Context: an optimization exercise on an open-source flow, tuned for small area and a short achievable clock period. The choices shown serve that exercise and are no tape-out recipe.
For this run, only the layout was checked, not whether the RTL still works.
Power figures rest on the tool's default switching activity, not on a simulated workload.

===== flow/design.v =====
module MEMCTRL_CORE(
   BIST_PASS,
   MEM_ADDR, MEM_CE, MEM_WEB, MEM_OEB, MEM_CSB, MEM_IDATA, MEM_ODATA_SELECT,
   SPARE_MEM_ADDR, SPARE_MEM_CE, SPARE_MEM_WEB, SPARE_MEM_OEB, SPARE_MEM_CSB,
   SPARE_MEM_IDATA, SPARE_MEM_ODATA_SELECT,
   ADDR, CE, CLK, CSB, IDATA, OEB, RSTN, WEB, BIST_EN, BIST_MODE, MEM_ODATA
   );
   input  [15:0]        ADDR;
   input                CE;
   input                CLK;
   input                CSB;
   input [7:0]          IDATA;
   input                OEB;
   input                RSTN;
   input                WEB;
   input                BIST_EN;
   input [2:0]          BIST_MODE;
   input [7:0]          MEM_ODATA;
   output               BIST_PASS;
   output [9:0]         MEM_ADDR;
   output               MEM_CE;
   output               MEM_WEB;
   output [63:0]        MEM_OEB;
   output [63:0]        MEM_CSB;
   output [7:0]         MEM_IDATA;
   output [5:0]         MEM_ODATA_SELECT;
   output [6:0]         SPARE_MEM_ADDR;
   output               SPARE_MEM_CE;
   output               SPARE_MEM_WEB;
   output [24:0]        SPARE_MEM_OEB;
   output [24:0]        SPARE_MEM_CSB;
   output [7:0]         SPARE_MEM_IDATA;
   output [4:0]         SPARE_MEM_ODATA_SELECT;
   localparam NF = 25;           
   wire en0 = BIST_EN & BIST_MODE[0];    
   wire en1 = BIST_EN & BIST_MODE[1];    
   wire en2 = BIST_EN & BIST_MODE[2];    
   wire ent = en1 | en2;                 
   reg       s0, s1, s2, st;
   reg [1:0] k0, k1, k2, kt;
   wire step0 = en0 & s0 & (&k0);
   wire step1 = en1 & s1 & (&k1);
   wire step2 = en2 & s2 & (&k2);
   wire stept = ent & st & (&kt);
   always @(posedge CLK or negedge RSTN) begin
      if (!RSTN) begin
         s0 <= 1'b0; s1 <= 1'b0; s2 <= 1'b0; st <= 1'b0;
         k0 <= 2'd0; k1 <= 2'd0; k2 <= 2'd0; kt <= 2'd0;
      end
      else begin
         s0 <= en0; k0 <= en0 ? k0 + {1'b0, s0} : 2'd0;
         s1 <= en1; k1 <= en1 ? k1 + {1'b0, s1} : 2'd0;
         s2 <= en2; k2 <= en2 ? k2 + {1'b0, s2} : 2'd0;
         st <= ent; kt <= ent ? kt + {1'b0, st} : 2'd0;
      end
   end
   reg [15:0] lf16;    
   reg [7:0]  lf8;     
   reg [15:0] gcnt;    
   reg [15:0] bcnt;    
   reg        tog;     
   always @(posedge CLK or negedge RSTN) begin
      if (!RSTN) begin
         lf16 <= 16'h8000;
         lf8  <= 8'h80;
         gcnt <= 16'h0000;
         bcnt <= 16'h0000;
         tog  <= 1'b0;
      end
      else begin
         if (step0) begin
            lf16 <= {lf16[14:0], lf16[15] ^ lf16[13] ^ lf16[12] ^ lf16[10]};
            lf8  <= {lf8[6:0], lf8[7] ^ lf8[5] ^ lf8[4] ^ lf8[3]};
         end
         gcnt <= gcnt + {15'd0, step1};
         bcnt <= bcnt + {15'd0, step2};
         if (stept) tog <= ~tog;
      end
   end
   wire m001 = (BIST_MODE == 3'b001);
   wire m010 = (BIST_MODE == 3'b010);
   wire m100 = (BIST_MODE == 3'b100);
   wire [15:0] ga = ({16{m001}} & lf16)
                  | ({16{m010}} & (gcnt ^ {1'b0, gcnt[15:1]}))
                  | ({16{m100}} & bcnt);
   wire [7:0]  gd = ({8{m001}} & lf8) | {8{(m010 | m100) & tog}};
   reg [1:0] ph;
   reg       pb;
   wire sI  = (ph == 2'd0);
   wire sW1 = (ph == 2'd1);
   wire sW2 = (ph == 2'd2);
   wire sR1 = (ph == 2'd3) & ~pb;
   wire sR2 = (ph == 2'd3) & pb;
   always @(posedge CLK or negedge RSTN) begin
      if (!RSTN) begin
         ph <= 2'd0;
         pb <= 1'b0;
      end
      else begin
         case (ph)
           2'd0: begin ph <= BIST_EN ? 2'd1 : 2'd0; pb <= 1'b0; end
           2'd1: ph <= 2'd2;
           2'd2: begin ph <= 2'd3; pb <= 1'b0; end
           default: begin
              if (pb) ph <= BIST_EN ? 2'd1 : 2'd0;
              pb <= 1'b1;
           end
         endcase
      end
   end
   wire bce  = sR1 | ((ph[1] == 1'b0) & pb);    
   wire bweb = ~sR1;
   wire boon = pb & ~(ph == 2'd3);              
   reg [7:0] bidata;
   reg [9:0] baddr;
   reg [5:0] bsel;
   reg [5:0] bpidx;       
   reg [8:0] dra;         
   reg       bpass;
   always @(posedge CLK or negedge RSTN) begin
      if (!RSTN) begin
         bidata <= 8'd0;
         baddr  <= 10'd0;
         bsel   <= 6'd0;
         bpass  <= 1'b0;
      end
      else begin
         if (sI) begin
            bidata <= 8'd0;
            baddr  <= 10'd0;
            bsel   <= 6'd0;
         end
         if (sW1) baddr <= ga[9:0];
         if (sW2) begin
            bidata <= gd;
            bsel   <= ga[15:10];
         end
         bpass <= sW2 & (MEM_ODATA != bidata);
      end
   end
   always @(posedge CLK) begin
      if (sW2 | sR2) bpidx <= ga[15:10];
      if (sW1) dra <= {bsel, baddr[9:7]};
   end
   assign BIST_PASS = bpass;
   reg [9*NF-1:0] fe;
   reg [4:0]      n;        
   reg [4:0]      fbc;      
   reg [4:0]      screg;    
   reg            pend;     
   reg [5:0] ridx;
   reg [9:0] ra;
   wire [8:0] cblk = BIST_EN ? dra : ADDR[15:7];
   wire [8:0] rblk = {ridx, ra[9:7]};
   function lt9(input [8:0] a, input [8:0] b);
      integer k;
      reg c;
      begin
         c = 1'b0;
         for (k = 0; k < 9; k = k + 1)
           c = (b[k] & ~a[k]) | (b[k] & c) | (~a[k] & c);
         lt9 = c;
      end
   endfunction
   reg [NF-1:0] hit, below;
   integer i;
   always @(*) begin
      for (i = 0; i < NF; i = i + 1) begin
         hit[i]   = (n > i) && (fe[9*i +: 9] == cblk);
         below[i] = (n > i) && lt9(fe[9*i +: 9], rblk);
      end
   end
   wire flt = |hit;
   reg [4:0] cnt;
   always @(*) begin
      cnt = 5'd0;
      for (i = 0; i < NF; i = i + 1) cnt = cnt + {4'd0, below[i]};
   end
   wire [4:0] sceff = pend ? cnt : screg;
   wire wr   = bpass & (fbc != 5'd25);
   wire ins  = BIST_EN & wr;
   wire insn = ins & ~flt;
   always @(posedge CLK or negedge RSTN) begin
      if (!RSTN) begin
         n     <= 5'd0;
         fbc   <= 5'd0;
         screg <= 5'd0;
         pend  <= 1'b0;
      end
      else begin
         fbc   <= fbc + {4'd0, ins};
         n     <= n + {4'd0, insn};
         screg <= sceff;
         pend  <= ~BIST_EN & flt;
      end
   end
   always @(posedge CLK) begin
      for (i = 0; i < NF; i = i + 1)
        if (wr && (n == i)) fe[9*i +: 9] <= dra;
   end
   reg       fm, fs;       
   reg [7:0] rd;
   reg       rce, rweb, rcon, roon;
   reg [5:0] rsel;
   always @(posedge CLK or negedge RSTN) begin
      if (!RSTN) begin
         fm <= 1'b0;
         fs <= 1'b0;
      end
      else begin
         fm <= BIST_EN | ~flt;
         fs <= ~BIST_EN & flt;
      end
   end
   always @(posedge CLK) begin
      ra   <= BIST_EN ? baddr  : ADDR[9:0];
      rd   <= BIST_EN ? bidata : IDATA;
      rce  <= BIST_EN ? bce    : CE;
      rweb <= BIST_EN ? bweb   : WEB;
      rcon <= BIST_EN ? bce    : ~CSB;
      roon <= BIST_EN ? boon   : ~OEB;
      rsel <= BIST_EN ? bsel   : (flt ? {1'b0, sceff} : ADDR[15:10]);
      ridx <= BIST_EN ? bpidx  : ADDR[15:10];
   end
   wire [63:0] dec64 = 64'd1 << ridx;
   wire [24:0] dec25 = 25'd1 << rsel[4:0];
   assign MEM_ADDR         = {10{fm}} & ra;
   assign MEM_CE           = fm & rce;
   assign MEM_WEB          = ~fm | rweb;
   assign MEM_IDATA        = {8{fm}} & rd;
   assign MEM_ODATA_SELECT = {6{fm}} & rsel;
   assign MEM_CSB          = ~({64{fm & rcon}} & dec64);
   assign MEM_OEB          = ~({64{fm & roon}} & dec64);
   assign SPARE_MEM_ADDR         = {7{fs}} & ra[6:0];
   assign SPARE_MEM_CE           = fs & rce;
   assign SPARE_MEM_WEB          = ~fs | rweb;
   assign SPARE_MEM_IDATA        = {8{fs}} & rd;
   assign SPARE_MEM_ODATA_SELECT = {5{fs}} & rsel[4:0];
   assign SPARE_MEM_CSB          = ~({25{fs & rcon}} & dec25);
   assign SPARE_MEM_OEB          = ~({25{fs & roon}} & dec25);
endmodule

===== flow/run.sh =====
#!/bin/bash
# synth_recipe.tcl (not shown) runs the flow's synth.tcl, then flattens the netlist and writes it again
# the make line also repeats each setting of config.mk as NAME=value (left out here)
make -C /OpenROAD-flow-scripts/flow DESIGN_CONFIG=/design/flow/config.mk WORK_HOME=/design/flow/orfs CLKGATE_MAP_FILE= SYNTH_SCRIPT=/design/flow/synth_recipe.tcl finish

===== flow/config.mk =====
export PLATFORM = sky130hd
export DESIGN_NAME = MEMCTRL_CORE
export DESIGN_NICKNAME = MEMCTRL_CORE
export VERILOG_FILES = /design/flow/design.v
export SDC_FILE = /design/flow/constraint.sdc
export NUM_CORES = 4
export LEC_CHECK = 0
export CAP_MARGIN = 20
export CORE_MARGIN = 2
export CORE_UTILIZATION = 40
export CTS_BUF_LIST = sky130_fd_sc_hd__clkbuf_4
export SLEW_MARGIN = 20

===== flow/constraint.sdc =====
create_clock -name core_clock -period 350.0 [get_ports {CLK}]
set_input_delay 70.0000 -clock core_clock [delete_from_list [all_inputs] [get_ports {CLK}]]
set_output_delay 70.0000 -clock core_clock [all_outputs]
set_load 0.01 [all_outputs]

==> summary.txt <==
Outcome:
- The run finished with no timing, DRC or antenna violations.

Synthesis:
- The average instance in the mapped netlist occupies 10.64 um2.
- In the synthesized netlist, mux cells make up 3.891% of the area.
- The biggest area consumer among synthesized cells is edfxtp_1.
- The number of distinct library cells after synthesis is 62.
- The synthesized netlist devotes 6.849% of its cell area to adder and majority cells.
- Counting flops and latches in the post-synthesis netlist gives 388.
- Yosys mapped a number of flops with a built-in enable equal to 240.
- The proportion of register bits with asynchronous set or reset after synthesis is 29.38%.
- When the netlist entered floorplanning its net count stood at 2162.
- Ranked by instance count, the synthesized netlist is headed by 266 x nand2_1, 240 x edfxtp_1, 229 x xnor2_1, 112 x dfrtp_1, 110 x inv_1.
- The register area share after synthesis is 48.84%.
- The most used flip-flop cell after synthesis is edfxtp_1.
- The simple-gate share of the synthesized area is 16.04%.
- Summing the areas of all xor and xnor instances in the mapped netlist gives 11.27% of the synthesized area.
- The synthesized area is 21990 um2.
- After synthesis, the cell types taking the most area are edfxtp_1 33%, dfrtp_1 13%, xnor2_1 9.1%.
- Synthesis produced a netlist whose cell count is 2068.
- The fraction of the mapped netlist area in compound gates is 8.715%.
- The area share of the largest cell type after synthesis is 32.77%.
- Among all cell types in the netlist, the one instantiated most often is nand2_1.
- For this run, the number of Yosys warnings is 1.
- By area, the combinational part of the netlist is dominated by simple AND/OR/NAND/NOR gates.

Global routing:
- The total congestion overflow is 0.
- The number of antenna violations at the first check in global routing was 3.
- The first global-routing pass estimated 106800 um of wire.
- For this run, the total global-route usage over all layers was measured as 24.61%.
- Entering global routing, the biggest net connects 61 pins.
- The via count of the first global-routing pass came to 17710.

Min path:
- The class of the most critical hold timing path is reg -> reg.
- The path with the worst hold slack has its endpoint at ridx[5].
- The launch instance of the worst min-delay path is bpidx[5].
- The worst hold path was traced through 2 stages.

Clocking:
- The clock latency at the later pin of the worst-skew pair is 0.88 ns.
- The post-cts resize count is 0.
- Buffers added to address setup during post-CTS repair amount to 0.
- The clock buffer count from CTS is 107.
- The H-tree level count is 3.
- TritonCTS built the clock tree.
- The clock edge transition at the registers on the reported setup and hold paths is 0.07 ns.
- In this run the deepest clock path goes through 3 buffers.
- Hold repair after CTS inserted 0 buffers.
- The master cell of the clock root buffer is clkbuf_4.
- The tree built by TritonCTS fans out to 388 sinks.

Timing:
- Measured against its own limit, the worst slew margin works out to 25.07%.
- After routing, the total negative slack on setup checks comes to 0 ns.
- The transition at the pin with the smallest max-transition slack is 1.118 ns.
- The worst-case hold slack is 0.4603 ns.
- The number of failing setup endpoints in the final timing report is 0.
- Setup repair after global routing left no endpoint under its margin.
- The minimum period implied by the final worst setup slack is 73.87 ns.
- Of the available clock period, the critical path in the final layout requires 21.11%.
- The worst setup skew after layout is 0.04077 ns.
- The number of slew-limit violations in the final report was 0.
- Once routing completed, OpenROAD measured the worst setup slack at 276.13 ns.
- The maximum clock frequency is 13.54 MHz.
- The final number of hold-violating endpoints came to 0.

Power:
- Across the VDD grid, the largest voltage drop is 6.863 uV.
- The net load switching power is 61.76 uW.
- The internal power component is 100.4 uW.
- The clock group share of total power is 26.3%.
- Combinational logic is responsible for 37.5% of the overall power.
- The part of the total power dissipated in sequential elements is 36.2%.
- Summed over all cells, the static leakage comes to 0.009978 uW.
- The power per cell area is 6.023 nW/um2.
- Summing internal, switching and leakage power gives 162.2 uW.
- The switching part of the total power is 38.07%.

Placed design:
- The detailed placer's ending HPWL is 48340 um.
- The placed instance area is 25450 um2.
- The count of buffers from port buffering is 268.
- The worst slack at placement is 276.01 ns.
- The congestion estimate from routability-driven global placement came to 0.9381.

Die:
- Measured along the y axis, the die boundary spans 238.5 um.
- The die boundary width is 238.5 um.
- The total area inside the core boundary comes to 54130 um2.
- The initial core utilization is 40.63%.
- The count of boundary I/O pins is 269.
- The number of core rows is 85.
- The die covers 56880 um2.

Setup path:
- STA classifies the critical path startpoint as a register.
- The register-to-register setup slack is 342.82 ns.
- In this run the critical register-to-register path is captured at rsel[1].
- Along the worst path, the maximum fanout reaches 31.
- The worst setup path category is reg -> out.
- The required time at the worst-slack endpoint is 280.00 ns.
- The startpoint of the worst register-to-register path is ridx[1].
- At the worst endpoint, the arrival time is 3.87 ns.
- The cell count of the worst reg-to-reg path is 19.
- The worst setup path is captured at an output pin.

Drt:
- The length of the first detailed-routing pass in iterations is 5.
- Dividing the detail-routed wire length by the instance count gives 22.22 um.
- The detailed-route DRC error count is 0.
- After detailed routing, the number of vias per cell comes to 5.486.
- For this block, the via count after detailed routing is 17420.
- In this run the remaining antenna-violating nets after routing total 0.
- For this block, the initial DRC count from the detailed router was 1564.
- The final layout contains routed wiring with a total length of 70550 um.

Finish:
- The number of nets at the end of the flow is 2479.
- The number of fill cells is 4940.
- The share of post-route cells with drive strength above 1 is 12.92%.
- From synthesis to final layout, the design area changed by 22.45%.
- The design area is 26930 um2.

Flow run:
- Across the run, the number of max-cap violations was 0.
==> final cells by class <==
class | count | area [um2] | area share (%)
antenna | 3 | 7.507 | 0.02787
clock buffer | 162 | 1216 | 4.516
clock inverter | 38 | 224.0 | 0.8316
inverter | 116 | 435.4 | 1.617
multi-input combinational | 1453 | 10370 | 38.51
sequential | 388 | 10750 | 39.90
tap | 696 | 870.8 | 3.233
timing repair buffer | 319 | 3060 | 11.36
==> power by group through the flow <==
stage                     combinational (uW)  clock [uW]  sequential, uW
after CTS                               60.5        43.5            58.6
after floorplan                         39.4           0            58.0
after global placement                  58.5           0            59.5
final                                   60.8        42.7            58.7
after global routing                    66.6        46.2            59.3
after detailed placement                60.1           0            59.6
==> worst max-delay path by stage <==
stage | startpoint | endpoint | slack [ns] | depth (start not counted)
global route | ridx[4] | MEM_CSB[19] | 275.93 | 5
global placement | BIST_EN | n[4] | 276.16 | 14
floorplan | BIST_EN | n[4] | 277.31 | 15
detailed placement | BIST_EN | n[4] | 276.01 | 14
CTS | ridx[4] | MEM_CSB[26] | 275.89 | 5
finish | ridx[4] | MEM_CSB[19] | 276.13 | 5
==> critical path: stages, from the launching register on <==
cell and delay, ns:
dfxtp_1 0.31, buf_4 0.41, clkinv_1 0.68, nor3_4 0.84, nand2_1 0.15, clkdlybuf4s50_1 0.58
==> logic make-up after synthesis <==
| family | after synthesis |
|---|---|
| simple gates | 711 |
| flops | 388 |
| xor+xnor | 283 |
| compound gates | 267 |
| buf+inv | 227 |
| fa+ha+maj | 124 |
| mux | 68 |
==> registers in the layout, summed over array words and instances, names as in the netlist, 8 cells and up <==
register  cells
dra           9
lf16         16
bcnt         16
fe          225
rd            8
gcnt         16
ra           10
bidata        8
baddr        10
lf8           8
==> metal layers <==
layer	wire length (um)	vias to the layer above	part of all wire [%]	GRT usage [%]
met4	1683	2	2.4	7.576
met2	35180	570	50	41.82
li1	-	8008	-	-
met1	29810	8708	42	31.80
met3	3862	129	5.5	4.688
met5	19	-	0.027	0
==> stage by stage <==
stage / util (%) / std cells
6_report: 49.75 / 3175
5_1_grt: 49.75 / 3175
4_1_cts: 49.67 / 3170
3_5_place_dp: 47.01 / 2970
3_3_place_gp: 46.93 / 2966
2_1_floorplan: - / 2068
==> cell usage in the layout, fill, tap and decap left out, types with 23 or more instances in the layout <==
master,n
o21ai_0,56
ha_1,33
a221oi_1,33
nor4_1,40
nor3_1,29
buf_4,49
xnor2_1,229
a211oi_1,27
clkinv_1,28
and2_1,50
mux2_2,50
inv_1,110
o221ai_1,32
maj3_1,72
edfxtp_1,240
a21oi_1,23
clkbuf_4,162
dfxtp_1,31
dfrtp_1,112
nand3_1,54
nand2_1,266
nand2b_1,85
xor2_1,54
clkdlybuf4s50_1,266
nor2_1,77
nand4_1,46

[afterwards: timing with drivers on the ports]
No port has a modelled driver above. Below, the same layout with a new extraction and two added sets of constraints.
Step 1 assumes that a clkbuf_16 drives the clock port and a buf_2 every other input.
Step 2 adds t to the input delays and takes it off the output delays; t is the mean of the earliest and latest rising clock arrival at the registers after step 1. Input paths then give back, and output paths get back, about the clock's delay inside the block.
a / b / c = ideal ports / drivers / drivers and shift; a / b = the first two.
shift t [ns]: 0.928
setup slack, ns: 276.132 / 276.068 / 275.879
worst hold slack (ns): 0.460 / 0.460 / 0.460
worst slew at a driven data input, ns: 0.10
After both steps setup and hold are still met in this run. The setup slack of this run moves by -0.064 ns with the drivers and by -0.253 ns with both steps.
